Source: an optimization exercise on an open RTL-to-GDS flow (aim: small area, a short achievable clock period and few clock cycles). Production flows keep margins and buffers that such runs may drop. In this exercise RTL edits were held to simulation tests only and were not proved equivalent to the original.

==> flow/design.v <==
`timescale 1ns/100ps
`default_nettype none
module milestone1 (
      input logic CLOCK_50_I,     
		input logic resetn,
		output logic SRAM_we_n,  
		output logic [17:0] SRAM_address,
		output logic [15:0] SRAM_write_data,
		input logic[15:0] SRAM_read_data,
		input logic M1_enable,
		output logic M1_finish
);
typedef enum logic [6:0]{
	S_M1_IDLE,
	S_LI_0,
	S_LI_1,
	S_LI_2,
	S_LI_3,
	S_LI_4,
	S_LI_5,
	S_LI_6,
	S_LI_7,
	S_LI_8,
	S_LI_9,
	S_LI_10,
	S_LI_11,
	S_COMMON_0,
	S_COMMON_1,
	S_COMMON_2,
	S_COMMON_3,
	S_COMMON_4,
	S_COMMON_5,
	S_COMMON_6,
	S_COMMON_7,
	S_COMMON_8,
	S_COMMON_9,
	S_COMMON_10,
	S_COMMON_11,
	S_LO_0,
	S_LO_1,
	S_LO_2,
	S_LO_3,
	S_LO_4,
	S_LO_5,
	S_LO_6,
	S_LO_7,
	S_LO_8,
	S_LO_9,
	S_LO_10,
	S_LO_11,
	S_LO_12,
	S_LO_13,
	S_LO_14,
	S_LO_15,
	S_LO_16,
	S_LO_17,
	S_LO_18,
	S_LO_19,
	S_LO_20,
	S_LO_21
} milestone1_state_type;
localparam logic [17:0] U_OFFSET = 18'd38400,
	  V_OFFSET = 18'd57600,
	  RGB_OFFSET = 18'd146944;
milestone1_state_type M1_state;
logic [17:0] Y_counter;
logic [17:0] UV_counter;
logic [17:0] RGB_counter;
logic [17:0] LO_counter;  
logic [7:0] U_shift_reg [5:0];
logic [31:0] U_32_unsigned [5:0];
logic [7:0] V_shift_reg [5:0];
logic [31:0] V_32_unsigned [5:0];
logic [7:0] Y_reg [5:0];
logic [31:0] Y_32_unsigned [5:0];
assign U_32_unsigned[0] = {24'b0,U_shift_reg[0]},
	    U_32_unsigned[1] = {24'b0,U_shift_reg[1]},
		 U_32_unsigned[2] = {24'b0,U_shift_reg[2]},
		 U_32_unsigned[3] = {24'b0,U_shift_reg[3]},
		 U_32_unsigned[4] = {24'b0,U_shift_reg[4]},
		 U_32_unsigned[5] = {24'b0,U_shift_reg[5]};
assign V_32_unsigned[0] = {24'b0,V_shift_reg[0]},
	    V_32_unsigned[1] = {24'b0,V_shift_reg[1]},
		 V_32_unsigned[2] = {24'b0,V_shift_reg[2]},
		 V_32_unsigned[3] = {24'b0,V_shift_reg[3]},
		 V_32_unsigned[4] = {24'b0,V_shift_reg[4]},
		 V_32_unsigned[5] = {24'b0,V_shift_reg[5]};
assign Y_32_unsigned[0] = {24'b0,Y_reg[0]},
	    Y_32_unsigned[1] = {24'b0,Y_reg[1]},
		 Y_32_unsigned[2] = {24'b0,Y_reg[2]},
		 Y_32_unsigned[3] = {24'b0,Y_reg[3]},
		 Y_32_unsigned[4] = {24'b0,Y_reg[4]},
		 Y_32_unsigned[5] = {24'b0,Y_reg[5]};
logic [31:0] Mul_op_1, Mul_op_2, Mul_op_3, Mul_op_4, Mul_op_5, Mul_op_6, Mul_op_7, Mul_op_8;
logic [31:0] Mul_result_1, Mul_result_2, Mul_result_3, Mul_result_4;
logic [63:0] Mul_result_long_1, Mul_result_long_2, Mul_result_long_3, Mul_result_long_4;
assign Mul_result_long_1 = Mul_op_1 * Mul_op_2,
		 Mul_result_long_2 = Mul_op_3 * Mul_op_4,
		 Mul_result_long_3 = Mul_op_5 * Mul_op_6,
		 Mul_result_long_4 = Mul_op_7 * Mul_op_8;
assign Mul_result_1 = Mul_result_long_1[31:0],
		 Mul_result_2 = Mul_result_long_2[31:0],
	  	 Mul_result_3 = Mul_result_long_3[31:0],
		 Mul_result_4 = Mul_result_long_4[31:0];
logic [7:0] Y_buf, U_buf, V_buf;
logic signed [31:0] Uprime_even, Uprime_odd, Vprime_even, Vprime_odd; 
logic signed [31:0] US_Y_buf_1, US_Y_buf_2, US_Y_buf_3, US_Y_buf_4, US_Y_buf_5, US_Y_buf_6;
logic signed [31:0] R_0, R_1, R_2, R_3;
logic signed [31:0] G_0, G_1, G_2, G_3;
logic signed [31:0] B_0, B_1, B_2, B_3;
logic [7:0] R_out [3:0];
logic [7:0] G_out [3:0];
logic [7:0] B_out [3:0];
assign R_out[0] = R_0[31] ? 8'd0 : |R_0[30:24] ? 8'd255 : R_0[23:16],
       R_out[1] = R_1[31] ? 8'd0 : |R_1[30:24] ? 8'd255 : R_1[23:16],
       R_out[2] = R_2[31] ? 8'd0 : |R_2[30:24] ? 8'd255 : R_2[23:16],
       R_out[3] = R_3[31] ? 8'd0 : |R_3[30:24] ? 8'd255 : R_3[23:16];
assign G_out[0] = G_0[31] ? 8'd0 : |G_0[30:24] ? 8'd255 : G_0[23:16],
       G_out[1] = G_1[31] ? 8'd0 : |G_1[30:24] ? 8'd255 : G_1[23:16],
       G_out[2] = G_2[31] ? 8'd0 : |G_2[30:24] ? 8'd255 : G_2[23:16],
       G_out[3] = G_3[31] ? 8'd0 : |G_3[30:24] ? 8'd255 : G_3[23:16];
assign B_out[0] = B_0[31] ? 8'd0 : |B_0[30:24] ? 8'd255 : B_0[23:16],
       B_out[1] = B_1[31] ? 8'd0 : |B_1[30:24] ? 8'd255 : B_1[23:16],
       B_out[2] = B_2[31] ? 8'd0 : |B_2[30:24] ? 8'd255 : B_2[23:16],
       B_out[3] = B_3[31] ? 8'd0 : |B_3[30:24] ? 8'd255 : B_3[23:16];
always_ff @ (posedge CLOCK_50_I or negedge resetn) begin
    if (resetn == 1'b0) begin
		M1_state <= S_M1_IDLE;
		M1_finish <= 1'b0;
      SRAM_we_n <= 1'b1;
      SRAM_write_data <= 16'd0;
		SRAM_address <= 18'd0;
		Y_counter <= 18'd0;
		UV_counter <= 18'd0;
		RGB_counter <= 18'd0;
		LO_counter <= 18'd0;
		U_shift_reg[0] <= 8'd0;
		U_shift_reg[1] <= 8'd0;
		U_shift_reg[2] <= 8'd0;
		U_shift_reg[3] <= 8'd0;
		U_shift_reg[4] <= 8'd0;
		U_shift_reg[5] <= 8'd0;
		U_buf <= 8'd0;
		V_shift_reg[0] <= 8'd0;
		V_shift_reg[1] <= 8'd0;
		V_shift_reg[2] <= 8'd0;
		V_shift_reg[3] <= 8'd0;
		V_shift_reg[4] <= 8'd0;
		V_shift_reg[5] <= 8'd0;
		V_buf <= 8'd0;
		Y_reg[0] <= 8'd0;
		Y_reg[1] <= 8'd0;
		Y_reg[2] <= 8'd0;
		Y_reg[3] <= 8'd0;
		Y_reg[4] <= 8'd0;
		Y_reg[5] <= 8'd0;
		Uprime_odd <= 32'd0;
		Uprime_even <= 32'd0;
		Vprime_odd <= 32'd0;
		Vprime_even <= 32'd0;
		US_Y_buf_1 <= 32'd0;
		US_Y_buf_2 <= 32'd0;
		US_Y_buf_3 <= 32'd0;
		US_Y_buf_4 <= 32'd0;
		US_Y_buf_5 <= 32'd0;
		US_Y_buf_6 <= 32'd0;
		R_0 <= 32'd0;
		R_1 <= 32'd0;
		R_2 <= 32'd0;
		R_3 <= 32'd0;
		G_0 <= 32'd0;
		G_1 <= 32'd0;
		G_2 <= 32'd0;
		G_3 <= 32'd0;
		B_0 <= 32'd0;
		B_1 <= 32'd0;
		B_2 <= 32'd0;
		B_3 <= 32'd0;
		Mul_op_1 <= 32'd0;
		Mul_op_2 <= 32'd0;
		Mul_op_3 <= 32'd0;
		Mul_op_4 <= 32'd0;
		Mul_op_5 <= 32'd0;
		Mul_op_6 <= 32'd0;
		Mul_op_7 <= 32'd0;
		Mul_op_8 <= 32'd0;
    end else begin
        case (M1_state)
            S_M1_IDLE: begin
					if(M1_finish == 1'b1) begin
						SRAM_we_n <= 1'b1;
					end else begin
					if(M1_enable == 1'b1) begin
						LO_counter <= 18'd0;
						SRAM_we_n <= 1'b1;
						SRAM_address <= UV_counter + U_OFFSET;
						M1_state <= S_LI_0;
					end
				end
			end
		S_LI_0: begin
			SRAM_address <= UV_counter + V_OFFSET;
			UV_counter <= UV_counter + 18'd1;
         M1_state <= S_LI_1;
		end
		S_LI_1: begin
			SRAM_address <= UV_counter + U_OFFSET;
         M1_state <= S_LI_2;
		end
		S_LI_2: begin
			U_shift_reg[0] <= SRAM_read_data[15:8];  
			U_shift_reg[1] <= SRAM_read_data[15:8];  
			U_shift_reg[2] <= SRAM_read_data[15:8];  
			U_shift_reg[3] <= SRAM_read_data[7:0];  
			SRAM_address <= UV_counter + V_OFFSET;
			UV_counter <= UV_counter + 18'd1;
         M1_state <= S_LI_3;
		end
		S_LI_3: begin
			V_shift_reg[0] <= SRAM_read_data[15:8];  
			V_shift_reg[1] <= SRAM_read_data[15:8];  
			V_shift_reg[2] <= SRAM_read_data[15:8];  
			V_shift_reg[3] <= SRAM_read_data[7:0];  
			Mul_op_1 <= 32'd21;
			Mul_op_2 <= U_32_unsigned[0];
			Mul_op_3 <= 32'd52;
			Mul_op_4 <= U_32_unsigned[1];
			Mul_op_5 <= 32'd159;
			Mul_op_6 <= U_32_unsigned[2];
			Mul_op_7 <= 32'd159;
			Mul_op_8 <= U_32_unsigned[3];
			SRAM_address <= Y_counter;
			Y_counter <= Y_counter + 18'd1;
         M1_state <= S_LI_4;
		end
		S_LI_4: begin
			U_shift_reg[4] <= SRAM_read_data[15:8];  
			U_shift_reg[5] <= SRAM_read_data[7:0];  
			Uprime_odd <= $signed(Mul_result_1 - Mul_result_2 + Mul_result_3 + Mul_result_4);
			Mul_op_1 <= 32'd21;
			Mul_op_2 <= V_32_unsigned[0];
			Mul_op_3 <= 32'd52;
			Mul_op_4 <= V_32_unsigned[1];
			Mul_op_5 <= 32'd159;
			Mul_op_6 <= V_32_unsigned[2];
			Mul_op_7 <= 32'd159;
			Mul_op_8 <= V_32_unsigned[3];
			M1_state <= S_LI_5;
		end
		S_LI_5: begin
			V_shift_reg[4] <= SRAM_read_data[15:8];  
			V_shift_reg[5] <= SRAM_read_data[7:0];  
			Vprime_odd <= $signed(Mul_result_1 - Mul_result_2 + Mul_result_3 + Mul_result_4);
			Mul_op_1 <= 32'd52;
			Mul_op_2 <= U_32_unsigned[4];
			Mul_op_3 <= 32'd21;
			Mul_op_4 <= U_32_unsigned[5];
			M1_state <= S_LI_6;
		end
		S_LI_6: begin
			Mul_op_5 <= 32'd52;
			Mul_op_6 <= V_32_unsigned[4];
			Mul_op_7 <= 32'd21;
			Mul_op_8 <= V_32_unsigned[5];
			Uprime_even <= U_shift_reg[2]; 
			Uprime_odd <= $signed(Uprime_odd - Mul_result_1 + Mul_result_2 + 32'd128)>>>8;
			Y_reg[0] <= SRAM_read_data[15:8]; 
         Y_reg[1] <= SRAM_read_data[7:0]; 
			M1_state <= S_LI_7;
		end
		S_LI_7: begin
			Vprime_even <= V_shift_reg[2]; 
			Vprime_odd <= $signed(Vprime_odd - Mul_result_3 + Mul_result_4 + 32'd128)>>>8;
			Mul_op_1 <= 32'd76284;
         Mul_op_2 <= Y_32_unsigned[0]-(32'd16);
			Mul_op_3 <= 32'd76284;
         Mul_op_4 <= Y_32_unsigned[1]-(32'd16);
			SRAM_address <= UV_counter + U_OFFSET;
			M1_state <= S_LI_8;
		end
		S_LI_8: begin
			US_Y_buf_1 <= Mul_result_1;
			US_Y_buf_2 <= Mul_result_2;
         Mul_op_1 <= 32'd104595;
         Mul_op_2 <= Vprime_even - (32'd128);
			Mul_op_3 <= 32'd25624;
         Mul_op_4 <= Uprime_even - (32'd128);
			Mul_op_5 <= 32'd53281;
         Mul_op_6 <= Vprime_even - (32'd128);
			Mul_op_7 <= 32'd132251;
         Mul_op_8 <= Uprime_even - (32'd128);
			SRAM_address <= UV_counter + V_OFFSET;
			UV_counter <= UV_counter + 18'd1;
			M1_state <= S_LI_9;
		end
		S_LI_9: begin
			R_0 <= US_Y_buf_1 + Mul_result_1;
			G_0 <= US_Y_buf_1 - Mul_result_2 - Mul_result_3;
			B_0 <= US_Y_buf_1 + Mul_result_4;
         Mul_op_1 <= 32'd104595;
         Mul_op_2 <= Vprime_odd - (32'd128);
			Mul_op_3 <= 32'd25624;
         Mul_op_4 <= Uprime_odd - (32'd128);
			Mul_op_5 <= 32'd53281;
         Mul_op_6 <= Vprime_odd - (32'd128);
			Mul_op_7 <= 32'd132251;
         Mul_op_8 <= Uprime_odd - (32'd128);
			M1_state <= S_LI_10;
		end
		S_LI_10: begin
			R_1 <= US_Y_buf_2 + Mul_result_1;
			G_1 <= US_Y_buf_2 - Mul_result_2 - Mul_result_3;
			B_1 <= US_Y_buf_2 + Mul_result_4;
			U_shift_reg[0] <= U_shift_reg[1];  
			U_shift_reg[1] <= U_shift_reg[2];  
			U_shift_reg[2] <= U_shift_reg[3];  
			U_shift_reg[3] <= U_shift_reg[4];  
			U_shift_reg[4] <= U_shift_reg[5];  
			U_shift_reg[5] <= SRAM_read_data[15:8];  
			U_buf <= SRAM_read_data[7:0];  
			SRAM_address <= Y_counter;
			Y_counter <= Y_counter + 18'd1;
			M1_state <= S_LI_11;
		end
		S_LI_11: begin
			V_shift_reg[0] <= V_shift_reg[1];  
			V_shift_reg[1] <= V_shift_reg[2];  
			V_shift_reg[2] <= V_shift_reg[3];  
			V_shift_reg[3] <= V_shift_reg[4];  
			V_shift_reg[4] <= V_shift_reg[5];  
			V_shift_reg[5] <= SRAM_read_data[15:8];  
			V_buf <= SRAM_read_data[7:0];  
			LO_counter <= 18'd1;
			SRAM_address <= Y_counter;
			Y_counter <= Y_counter + 18'd1;
			M1_state <= S_COMMON_0;
		end
		S_COMMON_0: begin		
			Mul_op_1 <= 32'd21;
			Mul_op_2 <= U_32_unsigned[0];
			Mul_op_3 <= 32'd52;
			Mul_op_4 <= U_32_unsigned[1];
			Mul_op_5 <= 32'd159;
			Mul_op_6 <= U_32_unsigned[2];
			Mul_op_7 <= 32'd159;
			Mul_op_8 <= U_32_unsigned[3];
			M1_state <= S_COMMON_1;
		end
		S_COMMON_1: begin
			Uprime_odd <= $signed(Mul_result_1 - Mul_result_2 + Mul_result_3 + Mul_result_4);
			Mul_op_1 <= 32'd21;
			Mul_op_2 <= V_32_unsigned[0];
			Mul_op_3 <= 32'd52;
			Mul_op_4 <= V_32_unsigned[1];
			Mul_op_5 <= 32'd159;
			Mul_op_6 <= V_32_unsigned[2];
			Mul_op_7 <= 32'd159;
			Mul_op_8 <= V_32_unsigned[3];
			Y_reg[0] <= SRAM_read_data[15:8]; 
         Y_reg[1] <= SRAM_read_data[7:0]; 
			M1_state <= S_COMMON_2;
		end
		S_COMMON_2: begin
			Vprime_odd <= $signed(Mul_result_1 - Mul_result_2 + Mul_result_3 + Mul_result_4);
			Mul_op_1 <= 32'd52;
			Mul_op_2 <= U_32_unsigned[4];
			Mul_op_3 <= 32'd21;
			Mul_op_4 <= U_32_unsigned[5];
			Mul_op_5 <= 32'd52;
			Mul_op_6 <= V_32_unsigned[4];
			Mul_op_7 <= 32'd21;
			Mul_op_8 <= V_32_unsigned[5];
			Y_reg[2] <= SRAM_read_data[15:8]; 
         Y_reg[3] <= SRAM_read_data[7:0]; 
			SRAM_we_n <= 1'b0;
			SRAM_address <= RGB_counter+RGB_OFFSET;
			RGB_counter <= RGB_counter + 18'd1;
         SRAM_write_data <= {R_out[0],G_out[0]}; 
			M1_state <= S_COMMON_3;
		end
		S_COMMON_3: begin
			Uprime_even <= U_shift_reg[2]; 
			Uprime_odd <= $signed(Uprime_odd - Mul_result_1 + Mul_result_2 + 32'd128)>>>8;
			Vprime_even <= V_shift_reg[2]; 
			Vprime_odd <= $signed(Vprime_odd - Mul_result_3 + Mul_result_4 + 32'd128)>>>8;		
			Mul_op_1 <= 32'd76284;
         Mul_op_2 <= Y_32_unsigned[0]-(32'd16);
			Mul_op_3 <= 32'd76284;
         Mul_op_4 <= Y_32_unsigned[1] - (32'd16);
			Mul_op_5 <= 32'd76284;
         Mul_op_6 <= Y_32_unsigned[2]-(32'd16);
			Mul_op_7 <= 32'd76284;
         Mul_op_8 <= Y_32_unsigned[3] - (32'd16);
			SRAM_address <= RGB_counter+RGB_OFFSET;
			RGB_counter <= RGB_counter + 18'd1;
         SRAM_write_data <= {B_out[0],R_out[1]}; 
			M1_state <= S_COMMON_4;
		end
		S_COMMON_4: begin
			US_Y_buf_1 <= Mul_result_1;
			US_Y_buf_2 <= Mul_result_2;
			US_Y_buf_3 <= Mul_result_3;
			US_Y_buf_4 <= Mul_result_4;
         Mul_op_1 <= 32'd104595;
         Mul_op_2 <= Vprime_even - (32'd128);
			Mul_op_3 <= 32'd25624;
         Mul_op_4 <= Uprime_even - (32'd128);
			Mul_op_5 <= 32'd53281;
         Mul_op_6 <= Vprime_even - (32'd128);
			Mul_op_7 <= 32'd132251;
         Mul_op_8 <= Uprime_even - (32'd128);
			SRAM_address <= RGB_counter +RGB_OFFSET;
			RGB_counter <= RGB_counter + 18'd1;
         SRAM_write_data <= {G_out[1],B_out[1]}; 
			LO_counter <= LO_counter + 18'd4;
			M1_state <= S_COMMON_5;
		end
		S_COMMON_5: begin
			R_2 <= US_Y_buf_1 + Mul_result_1;
			G_2 <= US_Y_buf_1 - Mul_result_2 - Mul_result_3;
			B_2 <= US_Y_buf_1 + Mul_result_4;
         Mul_op_1 <= 32'd104595;
         Mul_op_2 <= Vprime_odd - (32'd128);
			Mul_op_3 <= 32'd25624;
         Mul_op_4 <= Uprime_odd - (32'd128);
			Mul_op_5 <= 32'd53281;
         Mul_op_6 <= Vprime_odd - (32'd128);
			Mul_op_7 <= 32'd132251;
         Mul_op_8 <= Uprime_odd - (32'd128);
			U_shift_reg[0] <= U_shift_reg[1];  
			U_shift_reg[1] <= U_shift_reg[2];  
			U_shift_reg[2] <= U_shift_reg[3];  
			U_shift_reg[3] <= U_shift_reg[4];  
			U_shift_reg[4] <= U_shift_reg[5];  
			U_shift_reg[5] <= U_buf;
			SRAM_we_n <= 1'b1; 
			if (LO_counter != 18'd313) begin
				SRAM_address <= UV_counter + U_OFFSET;
			end
			M1_state <= S_COMMON_6;
		end
		S_COMMON_6: begin
			R_3 <= US_Y_buf_2 + Mul_result_1;
			G_3 <= US_Y_buf_2 - Mul_result_2 - Mul_result_3;
			B_3 <= US_Y_buf_2 + Mul_result_4;
			Mul_op_1 <= 32'd21;
			Mul_op_2 <= U_32_unsigned[0];
			Mul_op_3 <= 32'd52;
			Mul_op_4 <= U_32_unsigned[1];
			Mul_op_5 <= 32'd159;
			Mul_op_6 <= U_32_unsigned[2];
			Mul_op_7 <= 32'd159;
			Mul_op_8 <= U_32_unsigned[3];
			V_shift_reg[0] <= V_shift_reg[1];  
			V_shift_reg[1] <= V_shift_reg[2];  
			V_shift_reg[2] <= V_shift_reg[3];  
			V_shift_reg[3] <= V_shift_reg[4];  
			V_shift_reg[4] <= V_shift_reg[5];  
			V_shift_reg[5] <= V_buf; 
			if (LO_counter != 18'd313) begin
				SRAM_address <= UV_counter + V_OFFSET;
				UV_counter <= UV_counter + 18'd1;
			end
			M1_state <= S_COMMON_7;
		end
		S_COMMON_7: begin
			Uprime_odd <= $signed(Mul_result_1 - Mul_result_2 + Mul_result_3 + Mul_result_4);
			Mul_op_1 <= 32'd21;
			Mul_op_2 <= V_32_unsigned[0];
			Mul_op_3 <= 32'd52;
			Mul_op_4 <= V_32_unsigned[1];
			Mul_op_5 <= 32'd159;
			Mul_op_6 <= V_32_unsigned[2];
			Mul_op_7 <= 32'd159;
			Mul_op_8 <= V_32_unsigned[3];
			SRAM_we_n <= 1'b0; 
			SRAM_address <= RGB_counter + RGB_OFFSET;
			RGB_counter <= RGB_counter + 18'd1;
         SRAM_write_data <= {R_out[2],G_out[2]}; 
			M1_state <= S_COMMON_8;
		end
		S_COMMON_8: begin
			Vprime_odd <= $signed(Mul_result_1 - Mul_result_2 + Mul_result_3 + Mul_result_4);
			Mul_op_1 <= 32'd52;
			Mul_op_2 <= U_32_unsigned[4];
			Mul_op_3 <= 32'd21;
			Mul_op_4 <= U_32_unsigned[5];
			Mul_op_5 <= 32'd52;
			Mul_op_6 <= V_32_unsigned[4];
			Mul_op_7 <= 32'd21;
			Mul_op_8 <= V_32_unsigned[5];
			Uprime_even <= U_shift_reg[2]; 
			Vprime_even <= V_shift_reg[2]; 
			if (LO_counter != 18'd313) begin
				U_shift_reg[0] <= U_shift_reg[1];  
				U_shift_reg[1] <= U_shift_reg[2];  
				U_shift_reg[2] <= U_shift_reg[3];  
				U_shift_reg[3] <= U_shift_reg[4];  
				U_shift_reg[4] <= U_shift_reg[5];  
				U_shift_reg[5] <= SRAM_read_data[15:8];  
				U_buf <= SRAM_read_data[7:0];  
			end
			SRAM_address <= RGB_counter+RGB_OFFSET;
			RGB_counter <= RGB_counter + 18'd1;
         SRAM_write_data <= {B_out[2],R_out[3]}; 
			M1_state <= S_COMMON_9;
		end
		S_COMMON_9: begin
			Uprime_odd <= $signed(Uprime_odd - Mul_result_1 + Mul_result_2 + 32'd128)>>>8;
			Vprime_odd <= $signed(Vprime_odd - Mul_result_3 + Mul_result_4 + 32'd128)>>>8;
         Mul_op_1 <= 32'd104595;
         Mul_op_2 <= Vprime_even - (32'd128);
			Mul_op_3 <= 32'd25624;
         Mul_op_4 <= Uprime_even - (32'd128);
			Mul_op_5 <= 32'd53281;
         Mul_op_6 <= Vprime_even - (32'd128);
			Mul_op_7 <= 32'd132251;
         Mul_op_8 <= Uprime_even - (32'd128);
			if (LO_counter != 18'd313) begin
				V_shift_reg[0] <= V_shift_reg[1];  
				V_shift_reg[1] <= V_shift_reg[2];  
				V_shift_reg[2] <= V_shift_reg[3];  
				V_shift_reg[3] <= V_shift_reg[4];  
				V_shift_reg[4] <= V_shift_reg[5];  
				V_shift_reg[5] <= SRAM_read_data[15:8];  
				V_buf <= SRAM_read_data[7:0];  
			end
			SRAM_address <= RGB_counter+RGB_OFFSET;
			RGB_counter <= RGB_counter + 18'd1;
         SRAM_write_data <= {G_out[3],B_out[3]}; 
			M1_state <= S_COMMON_10;
		end
		S_COMMON_10: begin
			R_0 <= US_Y_buf_3 + Mul_result_1;
			G_0 <= US_Y_buf_3 - Mul_result_2 - Mul_result_3;
			B_0 <= US_Y_buf_3 + Mul_result_4;
         Mul_op_1 <= 32'd104595;
         Mul_op_2 <= Vprime_odd - (32'd128);
			Mul_op_3 <= 32'd25624;
         Mul_op_4 <= Uprime_odd - (32'd128);
			Mul_op_5 <= 32'd53281;
         Mul_op_6 <= Vprime_odd - (32'd128);
			Mul_op_7 <= 32'd132251;
         Mul_op_8 <= Uprime_odd - (32'd128);
			SRAM_we_n <= 1'b1; 
			SRAM_address <= Y_counter;
			Y_counter <= Y_counter + 18'd1;
  		   M1_state <= S_COMMON_11;
		end
		S_COMMON_11: begin
			R_1 <= US_Y_buf_4 + Mul_result_1;
			G_1 <= US_Y_buf_4 - Mul_result_2 - Mul_result_3;
			B_1 <= US_Y_buf_4 + Mul_result_4;
			SRAM_we_n <= 1'b1; 
			SRAM_address <= Y_counter;
			Y_counter <= Y_counter + 18'd1;
			if (LO_counter == 18'd313) begin
				M1_state <= S_LO_0;
			end else begin
				M1_state <= S_COMMON_0;
			end
		end
		S_LO_0: begin
			SRAM_address <= Y_counter;
			Y_counter <= Y_counter + 18'd1;
			U_shift_reg[0] <= U_shift_reg[1];
			U_shift_reg[1] <= U_shift_reg[2];
			U_shift_reg[2] <= U_shift_reg[3];
			U_shift_reg[3] <= U_shift_reg[4];
			U_shift_reg[4] <= U_shift_reg[5];
			U_shift_reg[5] <= U_shift_reg[5];
			V_shift_reg[0] <= V_shift_reg[1];
			V_shift_reg[1] <= V_shift_reg[2];
			V_shift_reg[2] <= V_shift_reg[3];
			V_shift_reg[3] <= V_shift_reg[4];
			V_shift_reg[4] <= V_shift_reg[5];
			V_shift_reg[5] <= V_shift_reg[5];
			M1_state <= S_LO_1;
		end
		S_LO_1: begin	
			Y_reg[0] <= SRAM_read_data[15:8];
         Y_reg[1] <= SRAM_read_data[7:0]; 
			Mul_op_1 <= 32'd21;
			Mul_op_2 <= U_32_unsigned[0];
			Mul_op_3 <= 32'd52;
			Mul_op_4 <= U_32_unsigned[1];
			Mul_op_5 <= 32'd159;
			Mul_op_6 <= U_32_unsigned[2];
			Mul_op_7 <= 32'd159;
			Mul_op_8 <= U_32_unsigned[3];
			M1_state <= S_LO_2;
		end
		S_LO_2: begin
			Y_reg[2] <= SRAM_read_data[15:8];
         Y_reg[3] <= SRAM_read_data[7:0]; 
			Uprime_odd <= $signed(Mul_result_1 - Mul_result_2 + Mul_result_3 + Mul_result_4);
			Mul_op_1 <= 32'd21;
			Mul_op_2 <= V_32_unsigned[0];
			Mul_op_3 <= 32'd52;
			Mul_op_4 <= V_32_unsigned[1];
			Mul_op_5 <= 32'd159;
			Mul_op_6 <= V_32_unsigned[2];
			Mul_op_7 <= 32'd159;
			Mul_op_8 <= V_32_unsigned[3];
			M1_state <= S_LO_3;
		end
		S_LO_3: begin
			Y_reg[4] <= SRAM_read_data[15:8];
         Y_reg[5] <= SRAM_read_data[7:0]; 
			Vprime_odd <= $signed(Mul_result_1 - Mul_result_2 + Mul_result_3 + Mul_result_4);
			Mul_op_1 <= 32'd52;
			Mul_op_2 <= U_32_unsigned[4];
			Mul_op_3 <= 32'd21;
			Mul_op_4 <= U_32_unsigned[5];
			Mul_op_5 <= 32'd52;
			Mul_op_6 <= V_32_unsigned[4];
			Mul_op_7 <= 32'd21;
			Mul_op_8 <= V_32_unsigned[5];
			M1_state <= S_LO_4;
		end
		S_LO_4: begin
			Uprime_even <= U_shift_reg[2]; 
			Vprime_even <= V_shift_reg[2]; 
			Uprime_odd <= $signed(Uprime_odd - Mul_result_1 + Mul_result_2 + 32'd128)>>>8;
			Vprime_odd <= $signed(Vprime_odd - Mul_result_3 + Mul_result_4 + 32'd128)>>>8;
			Mul_op_1 <= 32'd76284;
         Mul_op_2 <= Y_32_unsigned[0]-(32'd16);
			Mul_op_3 <= 32'd76284;
         Mul_op_4 <= Y_32_unsigned[1] - (32'd16);
			Mul_op_5 <= 32'd76284;
         Mul_op_6 <= Y_32_unsigned[2]-(32'd16);
			Mul_op_7 <= 32'd76284;
         Mul_op_8 <= Y_32_unsigned[3]-(32'd16);
			SRAM_we_n <= 1'b0;  
			SRAM_address <= RGB_counter+RGB_OFFSET;
			RGB_counter <= RGB_counter + 18'd1;
         SRAM_write_data <= {R_out[0],G_out[0]};
			M1_state <= S_LO_5;
		end
		S_LO_5: begin
			US_Y_buf_1 <= Mul_result_1;
			US_Y_buf_2 <= Mul_result_2;
			US_Y_buf_3 <= Mul_result_3;
			US_Y_buf_4 <= Mul_result_4;
         Mul_op_1 <= 32'd104595;
         Mul_op_2 <= Vprime_even - (32'd128);
			Mul_op_3 <= 32'd25624;
         Mul_op_4 <= Uprime_even - (32'd128);
			Mul_op_5 <= 32'd53281;
         Mul_op_6 <= Vprime_even - (32'd128);
			Mul_op_7 <= 32'd132251;
         Mul_op_8 <= Uprime_even - (32'd128);
			SRAM_address <= RGB_counter+RGB_OFFSET;
			RGB_counter <= RGB_counter + 18'd1;
         SRAM_write_data <= {B_out[0],R_out[1]};
			M1_state <= S_LO_6;
		end
		S_LO_6: begin
			R_2 <= US_Y_buf_1 + Mul_result_1;
			G_2 <= US_Y_buf_1 - Mul_result_2 - Mul_result_3;
			B_2 <= US_Y_buf_1 + Mul_result_4;
			Mul_op_1 <= 32'd76284;
         Mul_op_2 <= Y_32_unsigned[4]-(32'd16);
			Mul_op_3 <= 32'd76284;
         Mul_op_4 <= Y_32_unsigned[5] - (32'd16);
			SRAM_address <= RGB_counter+RGB_OFFSET;
			RGB_counter <= RGB_counter + 18'd1;
         SRAM_write_data <= {G_out[1],B_out[1]};
			M1_state <= S_LO_7;
		end
		S_LO_7: begin
			US_Y_buf_5 <= Mul_result_1;
			US_Y_buf_6 <= Mul_result_2;
         Mul_op_1 <= 32'd104595;
         Mul_op_2 <= Vprime_odd - (32'd128);
			Mul_op_3 <= 32'd25624;
         Mul_op_4 <= Uprime_odd - (32'd128);
			Mul_op_5 <= 32'd53281;
         Mul_op_6 <= Vprime_odd - (32'd128);
			Mul_op_7 <= 32'd132251;
         Mul_op_8 <= Uprime_odd - (32'd128);
			U_shift_reg[0] <= U_shift_reg[1];
			U_shift_reg[1] <= U_shift_reg[2];
			U_shift_reg[2] <= U_shift_reg[3];
			U_shift_reg[3] <= U_shift_reg[4];
			U_shift_reg[4] <= U_shift_reg[5];
			U_shift_reg[5] <= U_shift_reg[5];
			SRAM_address <= RGB_counter+RGB_OFFSET;
			RGB_counter <= RGB_counter + 18'd1;
         SRAM_write_data <= {R_out[2],G_out[2]};
			M1_state <= S_LO_8;
		end
		S_LO_8: begin
			R_3 <= US_Y_buf_2 + Mul_result_1;
			G_3 <= US_Y_buf_2 - Mul_result_2 - Mul_result_3;
			B_3 <= US_Y_buf_2 + Mul_result_4;
			SRAM_we_n <= 1'b1; 
			Mul_op_1 <= 32'd21;
			Mul_op_2 <= U_32_unsigned[0];
			Mul_op_3 <= 32'd52;
			Mul_op_4 <= U_32_unsigned[1];
			Mul_op_5 <= 32'd159;
			Mul_op_6 <= U_32_unsigned[2];
			Mul_op_7 <= 32'd159;
			Mul_op_8 <= U_32_unsigned[3];
			V_shift_reg[0] <= V_shift_reg[1];
			V_shift_reg[1] <= V_shift_reg[2];
			V_shift_reg[2] <= V_shift_reg[3];
			V_shift_reg[3] <= V_shift_reg[4];
			V_shift_reg[4] <= V_shift_reg[5];
			V_shift_reg[5] <= V_shift_reg[5];
			M1_state <= S_LO_9;
		end
		S_LO_9: begin
			Uprime_odd <= $signed(Mul_result_1 - Mul_result_2 + Mul_result_3 + Mul_result_4);
			Mul_op_1 <= 32'd21;
			Mul_op_2 <= V_32_unsigned[0];
			Mul_op_3 <= 32'd52;
			Mul_op_4 <= V_32_unsigned[1];
			Mul_op_5 <= 32'd159;
			Mul_op_6 <= V_32_unsigned[2];
			Mul_op_7 <= 32'd159;
			Mul_op_8 <= V_32_unsigned[3];
			SRAM_we_n <= 1'b0;	
			SRAM_address <= RGB_counter+RGB_OFFSET;
			RGB_counter <= RGB_counter + 18'd1;
         SRAM_write_data <= {B_out[2],R_out[3]};
  		   M1_state <= S_LO_10;
		end
		S_LO_10: begin
			Vprime_odd <= $signed(Mul_result_1 - Mul_result_2 + Mul_result_3 + Mul_result_4);
			Mul_op_1 <= 32'd52;
			Mul_op_2 <= U_32_unsigned[4];
			Mul_op_3 <= 32'd21;
			Mul_op_4 <= U_32_unsigned[5];
			Mul_op_5 <= 32'd52;
			Mul_op_6 <= V_32_unsigned[4];
			Mul_op_7 <= 32'd21;
			Mul_op_8 <= V_32_unsigned[5];
			Uprime_even <= U_shift_reg[2]; 
			Vprime_even <= V_shift_reg[2]; 
			SRAM_address <= RGB_counter+RGB_OFFSET;
			RGB_counter <= RGB_counter + 18'd1;
         SRAM_write_data <= {G_out[3],B_out[3]};
			M1_state <= S_LO_11;
		end
		S_LO_11: begin
         Mul_op_1 <= 32'd104595;
         Mul_op_2 <= Vprime_even - (32'd128);
			Mul_op_3 <= 32'd25624;
         Mul_op_4 <= Uprime_even - (32'd128);
			Mul_op_5 <= 32'd53281;
         Mul_op_6 <= Vprime_even - (32'd128);
			Mul_op_7 <= 32'd132251;
         Mul_op_8 <= Uprime_even - (32'd128);
			SRAM_we_n <= 1'b1; 
			Uprime_odd <= $signed(Uprime_odd - Mul_result_1 + Mul_result_2 + 32'd128)>>>8;
			Vprime_odd <= $signed(Vprime_odd - Mul_result_3 + Mul_result_4 + 32'd128)>>>8;
			M1_state <= S_LO_12;
		end
		S_LO_12: begin
			R_0 <= US_Y_buf_3 + Mul_result_1;
			G_0 <= US_Y_buf_3 - Mul_result_2 - Mul_result_3;
			B_0 <= US_Y_buf_3 + Mul_result_4;
         Mul_op_1 <= 32'd104595;
         Mul_op_2 <= Vprime_odd - (32'd128);
			Mul_op_3 <= 32'd25624;
         Mul_op_4 <= Uprime_odd - (32'd128);
			Mul_op_5 <= 32'd53281;
         Mul_op_6 <= Vprime_odd - (32'd128);
			Mul_op_7 <= 32'd132251;
         Mul_op_8 <= Uprime_odd - (32'd128);
			U_shift_reg[0] <= U_shift_reg[1];
			U_shift_reg[1] <= U_shift_reg[2];
			U_shift_reg[2] <= U_shift_reg[3];
			U_shift_reg[3] <= U_shift_reg[4];
			U_shift_reg[4] <= U_shift_reg[5];
			U_shift_reg[5] <= U_shift_reg[5];
			M1_state <= S_LO_13;
		end
		S_LO_13: begin
			R_1 <= US_Y_buf_4 + Mul_result_1;
			G_1 <= US_Y_buf_4 - Mul_result_2 - Mul_result_3;
			B_1 <= US_Y_buf_4 + Mul_result_4;
			Mul_op_1 <= 32'd21;
			Mul_op_2 <= U_32_unsigned[0];
			Mul_op_3 <= 32'd52;
			Mul_op_4 <= U_32_unsigned[1];
			Mul_op_5 <= 32'd159;
			Mul_op_6 <= U_32_unsigned[2];
			Mul_op_7 <= 32'd159;
			Mul_op_8 <= U_32_unsigned[3];
			V_shift_reg[0] <= V_shift_reg[1];
			V_shift_reg[1] <= V_shift_reg[2];
			V_shift_reg[2] <= V_shift_reg[3];
			V_shift_reg[3] <= V_shift_reg[4];
			V_shift_reg[4] <= V_shift_reg[5];
			V_shift_reg[5] <= V_shift_reg[5];
			SRAM_we_n <= 1'b0; 
			SRAM_address <= RGB_counter+RGB_OFFSET;
			RGB_counter <= RGB_counter + 18'd1;
         SRAM_write_data <= {R_out[0],G_out[0]};
			M1_state <= S_LO_14;
		end
		S_LO_14: begin
			Uprime_odd <= $signed(Mul_result_1 - Mul_result_2 + Mul_result_3 + Mul_result_4);
			Mul_op_1 <= 32'd21;
			Mul_op_2 <= V_32_unsigned[0];
			Mul_op_3 <= 32'd52;
			Mul_op_4 <= V_32_unsigned[1];
			Mul_op_5 <= 32'd159;
			Mul_op_6 <= V_32_unsigned[2];
			Mul_op_7 <= 32'd159;
			Mul_op_8 <= V_32_unsigned[3];
			SRAM_address <= RGB_counter+RGB_OFFSET;
			RGB_counter <= RGB_counter + 18'd1;
         SRAM_write_data <= {B_out[0],R_out[1]};
			M1_state <= S_LO_15;
		end
		S_LO_15: begin
			Vprime_odd <= $signed(Mul_result_1 - Mul_result_2 + Mul_result_3 + Mul_result_4);
			Mul_op_1 <= 32'd52;
			Mul_op_2 <= U_32_unsigned[4];
			Mul_op_3 <= 32'd21;
			Mul_op_4 <= U_32_unsigned[5];
			Mul_op_5 <= 32'd52;
			Mul_op_6 <= V_32_unsigned[4];
			Mul_op_7 <= 32'd21;
			Mul_op_8 <= V_32_unsigned[5];
			Uprime_even <= U_shift_reg[2]; 
			Vprime_even <= V_shift_reg[2]; 
			SRAM_address <= RGB_counter+RGB_OFFSET;
			RGB_counter <= RGB_counter + 18'd1;
         SRAM_write_data <= {G_out[1],B_out[1]};
			M1_state <= S_LO_16;
		end
		S_LO_16: begin
         Mul_op_1 <= 32'd104595;
         Mul_op_2 <= Vprime_even - (32'd128);
			Mul_op_3 <= 32'd25624;
         Mul_op_4 <= Uprime_even - (32'd128);
			Mul_op_5 <= 32'd53281;
         Mul_op_6 <= Vprime_even - (32'd128);
			Mul_op_7 <= 32'd132251;
         Mul_op_8 <= Uprime_even - (32'd128);
			Uprime_odd <= $signed(Uprime_odd - Mul_result_1 + Mul_result_2 + 32'd128)>>>8;
			Vprime_odd <= $signed(Vprime_odd - Mul_result_3 + Mul_result_4 + 32'd128)>>>8;
			SRAM_we_n <= 1'b1; 
			M1_state <= S_LO_17;
		end
		S_LO_17: begin
			R_2 <= US_Y_buf_5 + Mul_result_1;
			G_2 <= US_Y_buf_5 - Mul_result_2 - Mul_result_3;
			B_2 <= US_Y_buf_5 + Mul_result_4;
         Mul_op_1 <= 32'd104595;
         Mul_op_2 <= Vprime_odd - (32'd128);
			Mul_op_3 <= 32'd25624;
         Mul_op_4 <= Uprime_odd - (32'd128);
			Mul_op_5 <= 32'd53281;
         Mul_op_6 <= Vprime_odd - (32'd128);
			Mul_op_7 <= 32'd132251;
         Mul_op_8 <= Uprime_odd - (32'd128);
			M1_state <= S_LO_18;
		end
		S_LO_18: begin
			R_3 <= US_Y_buf_6 + Mul_result_1;
			G_3 <= US_Y_buf_6 - Mul_result_2 - Mul_result_3;
			B_3 <= US_Y_buf_6 + Mul_result_4;
			SRAM_we_n <= 1'b0;
			SRAM_address <= RGB_counter+RGB_OFFSET;
			RGB_counter <= RGB_counter + 18'd1;
         SRAM_write_data <= {R_out[2],G_out[2]};
			M1_state <= S_LO_19;
		end
		S_LO_19: begin
			SRAM_address <= RGB_counter+RGB_OFFSET;
			RGB_counter <= RGB_counter + 18'd1;
         SRAM_write_data <= {B_out[2],R_out[3]};
			M1_state <= S_LO_20;
		end
		S_LO_20: begin
			SRAM_address <= RGB_counter+RGB_OFFSET;
			RGB_counter <= RGB_counter + 18'd1;
         SRAM_write_data <= {G_out[3],B_out[3]};
			if(Y_counter == 18'd38400) begin  
				M1_state <= S_LO_21;
			end else begin
				M1_state <= S_M1_IDLE;
			end
		end
		S_LO_21: begin
			UV_counter <= 18'd0; 
			Y_counter <= 18'd0;
			LO_counter <= 18'd0;
			M1_finish <= 1'b1;  
			M1_state <= S_M1_IDLE;
		end
       default: M1_state <= S_M1_IDLE;
       endcase
    end
end
endmodule
==> flow/run.sh <==
#!/bin/bash
# synth_recipe.tcl (not shown) runs the flow's synth.tcl, then flattens the netlist and writes it again
# the make line also repeats each setting of config.mk as NAME=value (left out here)
make -C /OpenROAD-flow-scripts/flow DESIGN_CONFIG=/design/flow/config.mk WORK_HOME=/design/flow/orfs CLKGATE_MAP_FILE= SYNTH_SCRIPT=/design/flow/synth_recipe.tcl finish
==> flow/config.mk <==
export PLATFORM = sky130hd
export DESIGN_NAME = milestone1
export DESIGN_NICKNAME = milestone1
export VERILOG_FILES = /design/flow/design.v
export SDC_FILE = /design/flow/constraint.sdc
export NUM_CORES = 4
export LEC_CHECK = 0
export CAP_MARGIN = 20
export CORE_MARGIN = 2
export CORE_UTILIZATION = 40
export PLACE_DENSITY = 0.6
export SLEW_MARGIN = 20
==> flow/constraint.sdc <==
create_clock -name core_clock -period 14.0 [get_ports {CLOCK_50_I}]
set_input_delay 2.8000 -clock core_clock [delete_from_list [all_inputs] [get_ports {CLOCK_50_I}]]
set_output_delay 2.8000 -clock core_clock [all_outputs]
set_load 0.01 [all_outputs]
==> run summary <==
status timing/DRC/antenna clean; root buf cell clkbuf_16; GPL Wtd Cong 0.9769; Die ar. 0.2855 mm2; DR pass1 iterations 9; Slew HR 17.79%; Hold Path Stages 1; Distinct cells, synth 100; CTS tree built; Fin Setup TNS 0 ns; clock transition at the registers of the reported paths 0.06 ns; share of cells above drive strength 1 5.144%; minimum clock period 11.98 ns; mux contribution to synthesized area 1.229%; Crit Path Max Fanout 35; initial drt markers 7821; # Max-Cap Violations 0; Post-Synth Adder-Cell Area 40.04%; R2R cell count 38; Final Cycle Share 85.54%; flop-to-flop setup slack 2.02 ns; largest family of logic cells by synthesized area adder cells; Chip Height 534.3 um; DRC 0; IO Count 55; # fillers 27540; Hold Path End RGB_counter[3]$_DFFE_PN0N_; xor/xnor share of the synthesized area 5.533%; register area share after synthesis 19.66%; Post-Syn Instances 12100; Critical Path RT 14.68 ns; Synth Register Bits 884; ys flop type dfrtp_1; CP arrival 12.66 ns; Least-Margin Pin Slew 1.220 ns; Max Fclk 83.51 MHz; vias after detailed routing 87700; commonest non-fill, non-tap cells in the layout 1895 x inv_1, 1568 x ha_1, 1270 x fa_1; crit start category flip-flop; largest net degree at the start of global routing 153; reg2reg start Mul_op_1[13]$_DFFE_PN0P_; Final #Nets 14930; CTS Buf Count 111; syn_area_per_cell 9.300 um2; commonest non-fill, non-tap cell in the layout inv_1; vias in the first global route 86830; first-pass GRT wire length 560300 um; Post-synth ARST share 100.0%; PortBufs 54; Setup Viol. Count Final 0; Mapped Nets 14950; clk_skew 0.1245 ns; # resized after CTS 0; Critical Path End Type flip-flop; Worst Hold Class reg2reg; Post-synth EDFFs 0; Vias/cell 5.517; Simple-Gate Fraction of Synth Area 12.20%; Worst R2R End G_0[31]$_DFFE_PN0P_; final hold vios 0; final count of pins violating max slew 0; Clock Latency Late Sink 0.85 ns; htree depth 3; Routed Antenna Nets 0; Layout area overhead 8.573%; CP Class reg2reg; final instance area 0.1221 mm2; CTS Hold Bufs 0; DRT Wirelength 372900 um; DR WL/cell 23.46 um; Initial Utilization 40.23%; sinks on the clock net 884; cell mode on critical path fa_1; Area after DPL 0.1183 mm2; HPWL Detailed 305000 um; DIE WIDTH 534.3 um; worst hold start RGB_counter[3]$_DFFE_PN0N_; crit-path max cell delay 0.76 ns; grt total ovfl 0; slowest stage cell, crit path xor2_1; clock buffer depth 3; utilization after layout 43.68%; RSZ-0062 raised after global routing no; post-CTS setup buffer count 0; total of warnings raised by yosys 10; total track usage 25.98%; initial antenna violation count 15; Hold WS 0.4663 ns; area of the core 0.2796 mm2; post-synthesis compound-gate area fraction 13.69%; Post-Syn Area 0.1125 mm2; placement row count 194
-- how the worst max path moves through the flow --
stage	slack (ns)	startpoint	to	cells after the start
2_1_floorplan	3.42	Mul_op_7[16]$_DFFE_PN0P_	Vprime_odd[26]$_DFFE_PN0P_	40
3_3_place_gp	1.84	Mul_op_5[5]$_DFFE_PN0P_	G_0[31]$_DFFE_PN0P_	38
3_5_place_dp	1.51	Mul_op_5[5]$_DFFE_PN0P_	G_0[31]$_DFFE_PN0P_	38
4_1_cts	1.62	Mul_op_5[5]$_DFFE_PN0P_	G_0[31]$_DFFE_PN0P_	38
5_1_grt	1.27	Mul_op_5[5]$_DFFE_PN0P_	G_0[31]$_DFFE_PN0P_	38
6_report	2.02	Mul_op_1[13]$_DFFE_PN0P_	G_0[31]$_DFFE_PN0P_	38
-- area by class of cell --
type,instances,area [um2],area share (%)
multi-input combinational,8926,82280,67.36
clock inverter,49,640.6,0.5245
timing repair buffer,254,2100,1.719
inverter,1898,7124,5.833
sequential,884,22140,18.12
antenna,4,10.01,0.008195
tap,3724,4659,3.815
clock buffer,159,3198,2.618
-- metrics by stage --
stage | cells | setup slack [ns]
after floorplan | 12100 | 3.421
after global placement | 15680 | 1.842
after detailed placement | 15690 | 1.513
after CTS | 15890 | 1.616
after global routing | 15900 | 1.270
final | 15900 | 2.025
-- cell usage after synthesis (all sizes together) (88+ instances only) --
| cell type | n | share of area, % |
|---|---|---|
| a21o | 194 | 1.3 |
| a21oi | 517 | 2.3 |
| a31oi | 104 | 0.61 |
| and2 | 507 | 2.8 |
| clkbuf | 333 | 1.1 |
| dfrtp | 883 | 20 |
| fa | 1270 | 23 |
| ha | 1568 | 17 |
| inv | 1897 | 6.3 |
| mux2 | 89 | 0.89 |
| nand2 | 1048 | 3.5 |
| nand2b | 88 | 0.49 |
| nand3 | 125 | 0.56 |
| nor2 | 580 | 1.9 |
| nor2b | 88 | 0.49 |
| nor3 | 140 | 0.62 |
| o21a | 120 | 0.80 |
| o21ai | 725 | 3.2 |
| xnor2 | 428 | 3.4 |
| xor2 | 263 | 2.0 |
-- critical path: cells and delay by family (launching register included) --
kind / cells / cell delay (ns)
xor+xnor: 2 / 0.90
simple gates: 3 / 0.69
flops: 1 / 0.64
fa+ha+maj: 11 / 4.66
buf+inv: 8 / 1.35
compound gates: 14 / 3.63
-- routing by layer --
| metal | track usage [%] | vias up | part of all wire (%) |
|---|---|---|---|
| met5 | 0 | - | 0.0086 |
| met4 | 10.22 | 8 | 4.4 |
| li1 | - | 40240 | - |
| met2 | 40.06 | 3059 | 44 |
| met3 | 3.607 | 574 | 7.2 |
| met1 | 36.81 | 43820 | 44 |
-- cell families after synthesis --
| kind of cell | count (synthesis) |
|---|---|
| flip-flops | 884 |
| adder cells (fa/ha/maj) | 2838 |
| AND/OR/NAND/NOR | 2873 |
| multiplexers | 127 |
| buffers and inverters | 2286 |
| XOR/XNOR | 696 |
| AO/OA/AOI/OAI | 2392 |
Testbench counts, summed over its fixed seeds: cycles 1,862,416.

-- afterwards: timing with drivers on the ports --
How much do the figures lean on ideal ports? The routed layout below was timed once more, with nothing changed but the port constraints. Step 1, drivers: a clkbuf_16 drives CLOCK_50_I and a buf_2 each remaining input, both assumed. Step 2, shift: input delay + t, output delay - t, t = (earliest + latest rising clock arrival at the registers) / 2. This alone moves slack from input paths to output paths. Three values: no drivers, after step 1, after step 2; two values: the first two.
t, ns: 0.888
setup slack, ns: 2.025 / 2.025 / 2.025
latest minus earliest clock arrival (ns): 0.125 / 0.125
worst slew at a driven data input, ns: 0.11
After both steps setup and hold are still met in this run. The setup slack of this run moves by 0.000 ns with the drivers and by 0.000 ns with both steps.
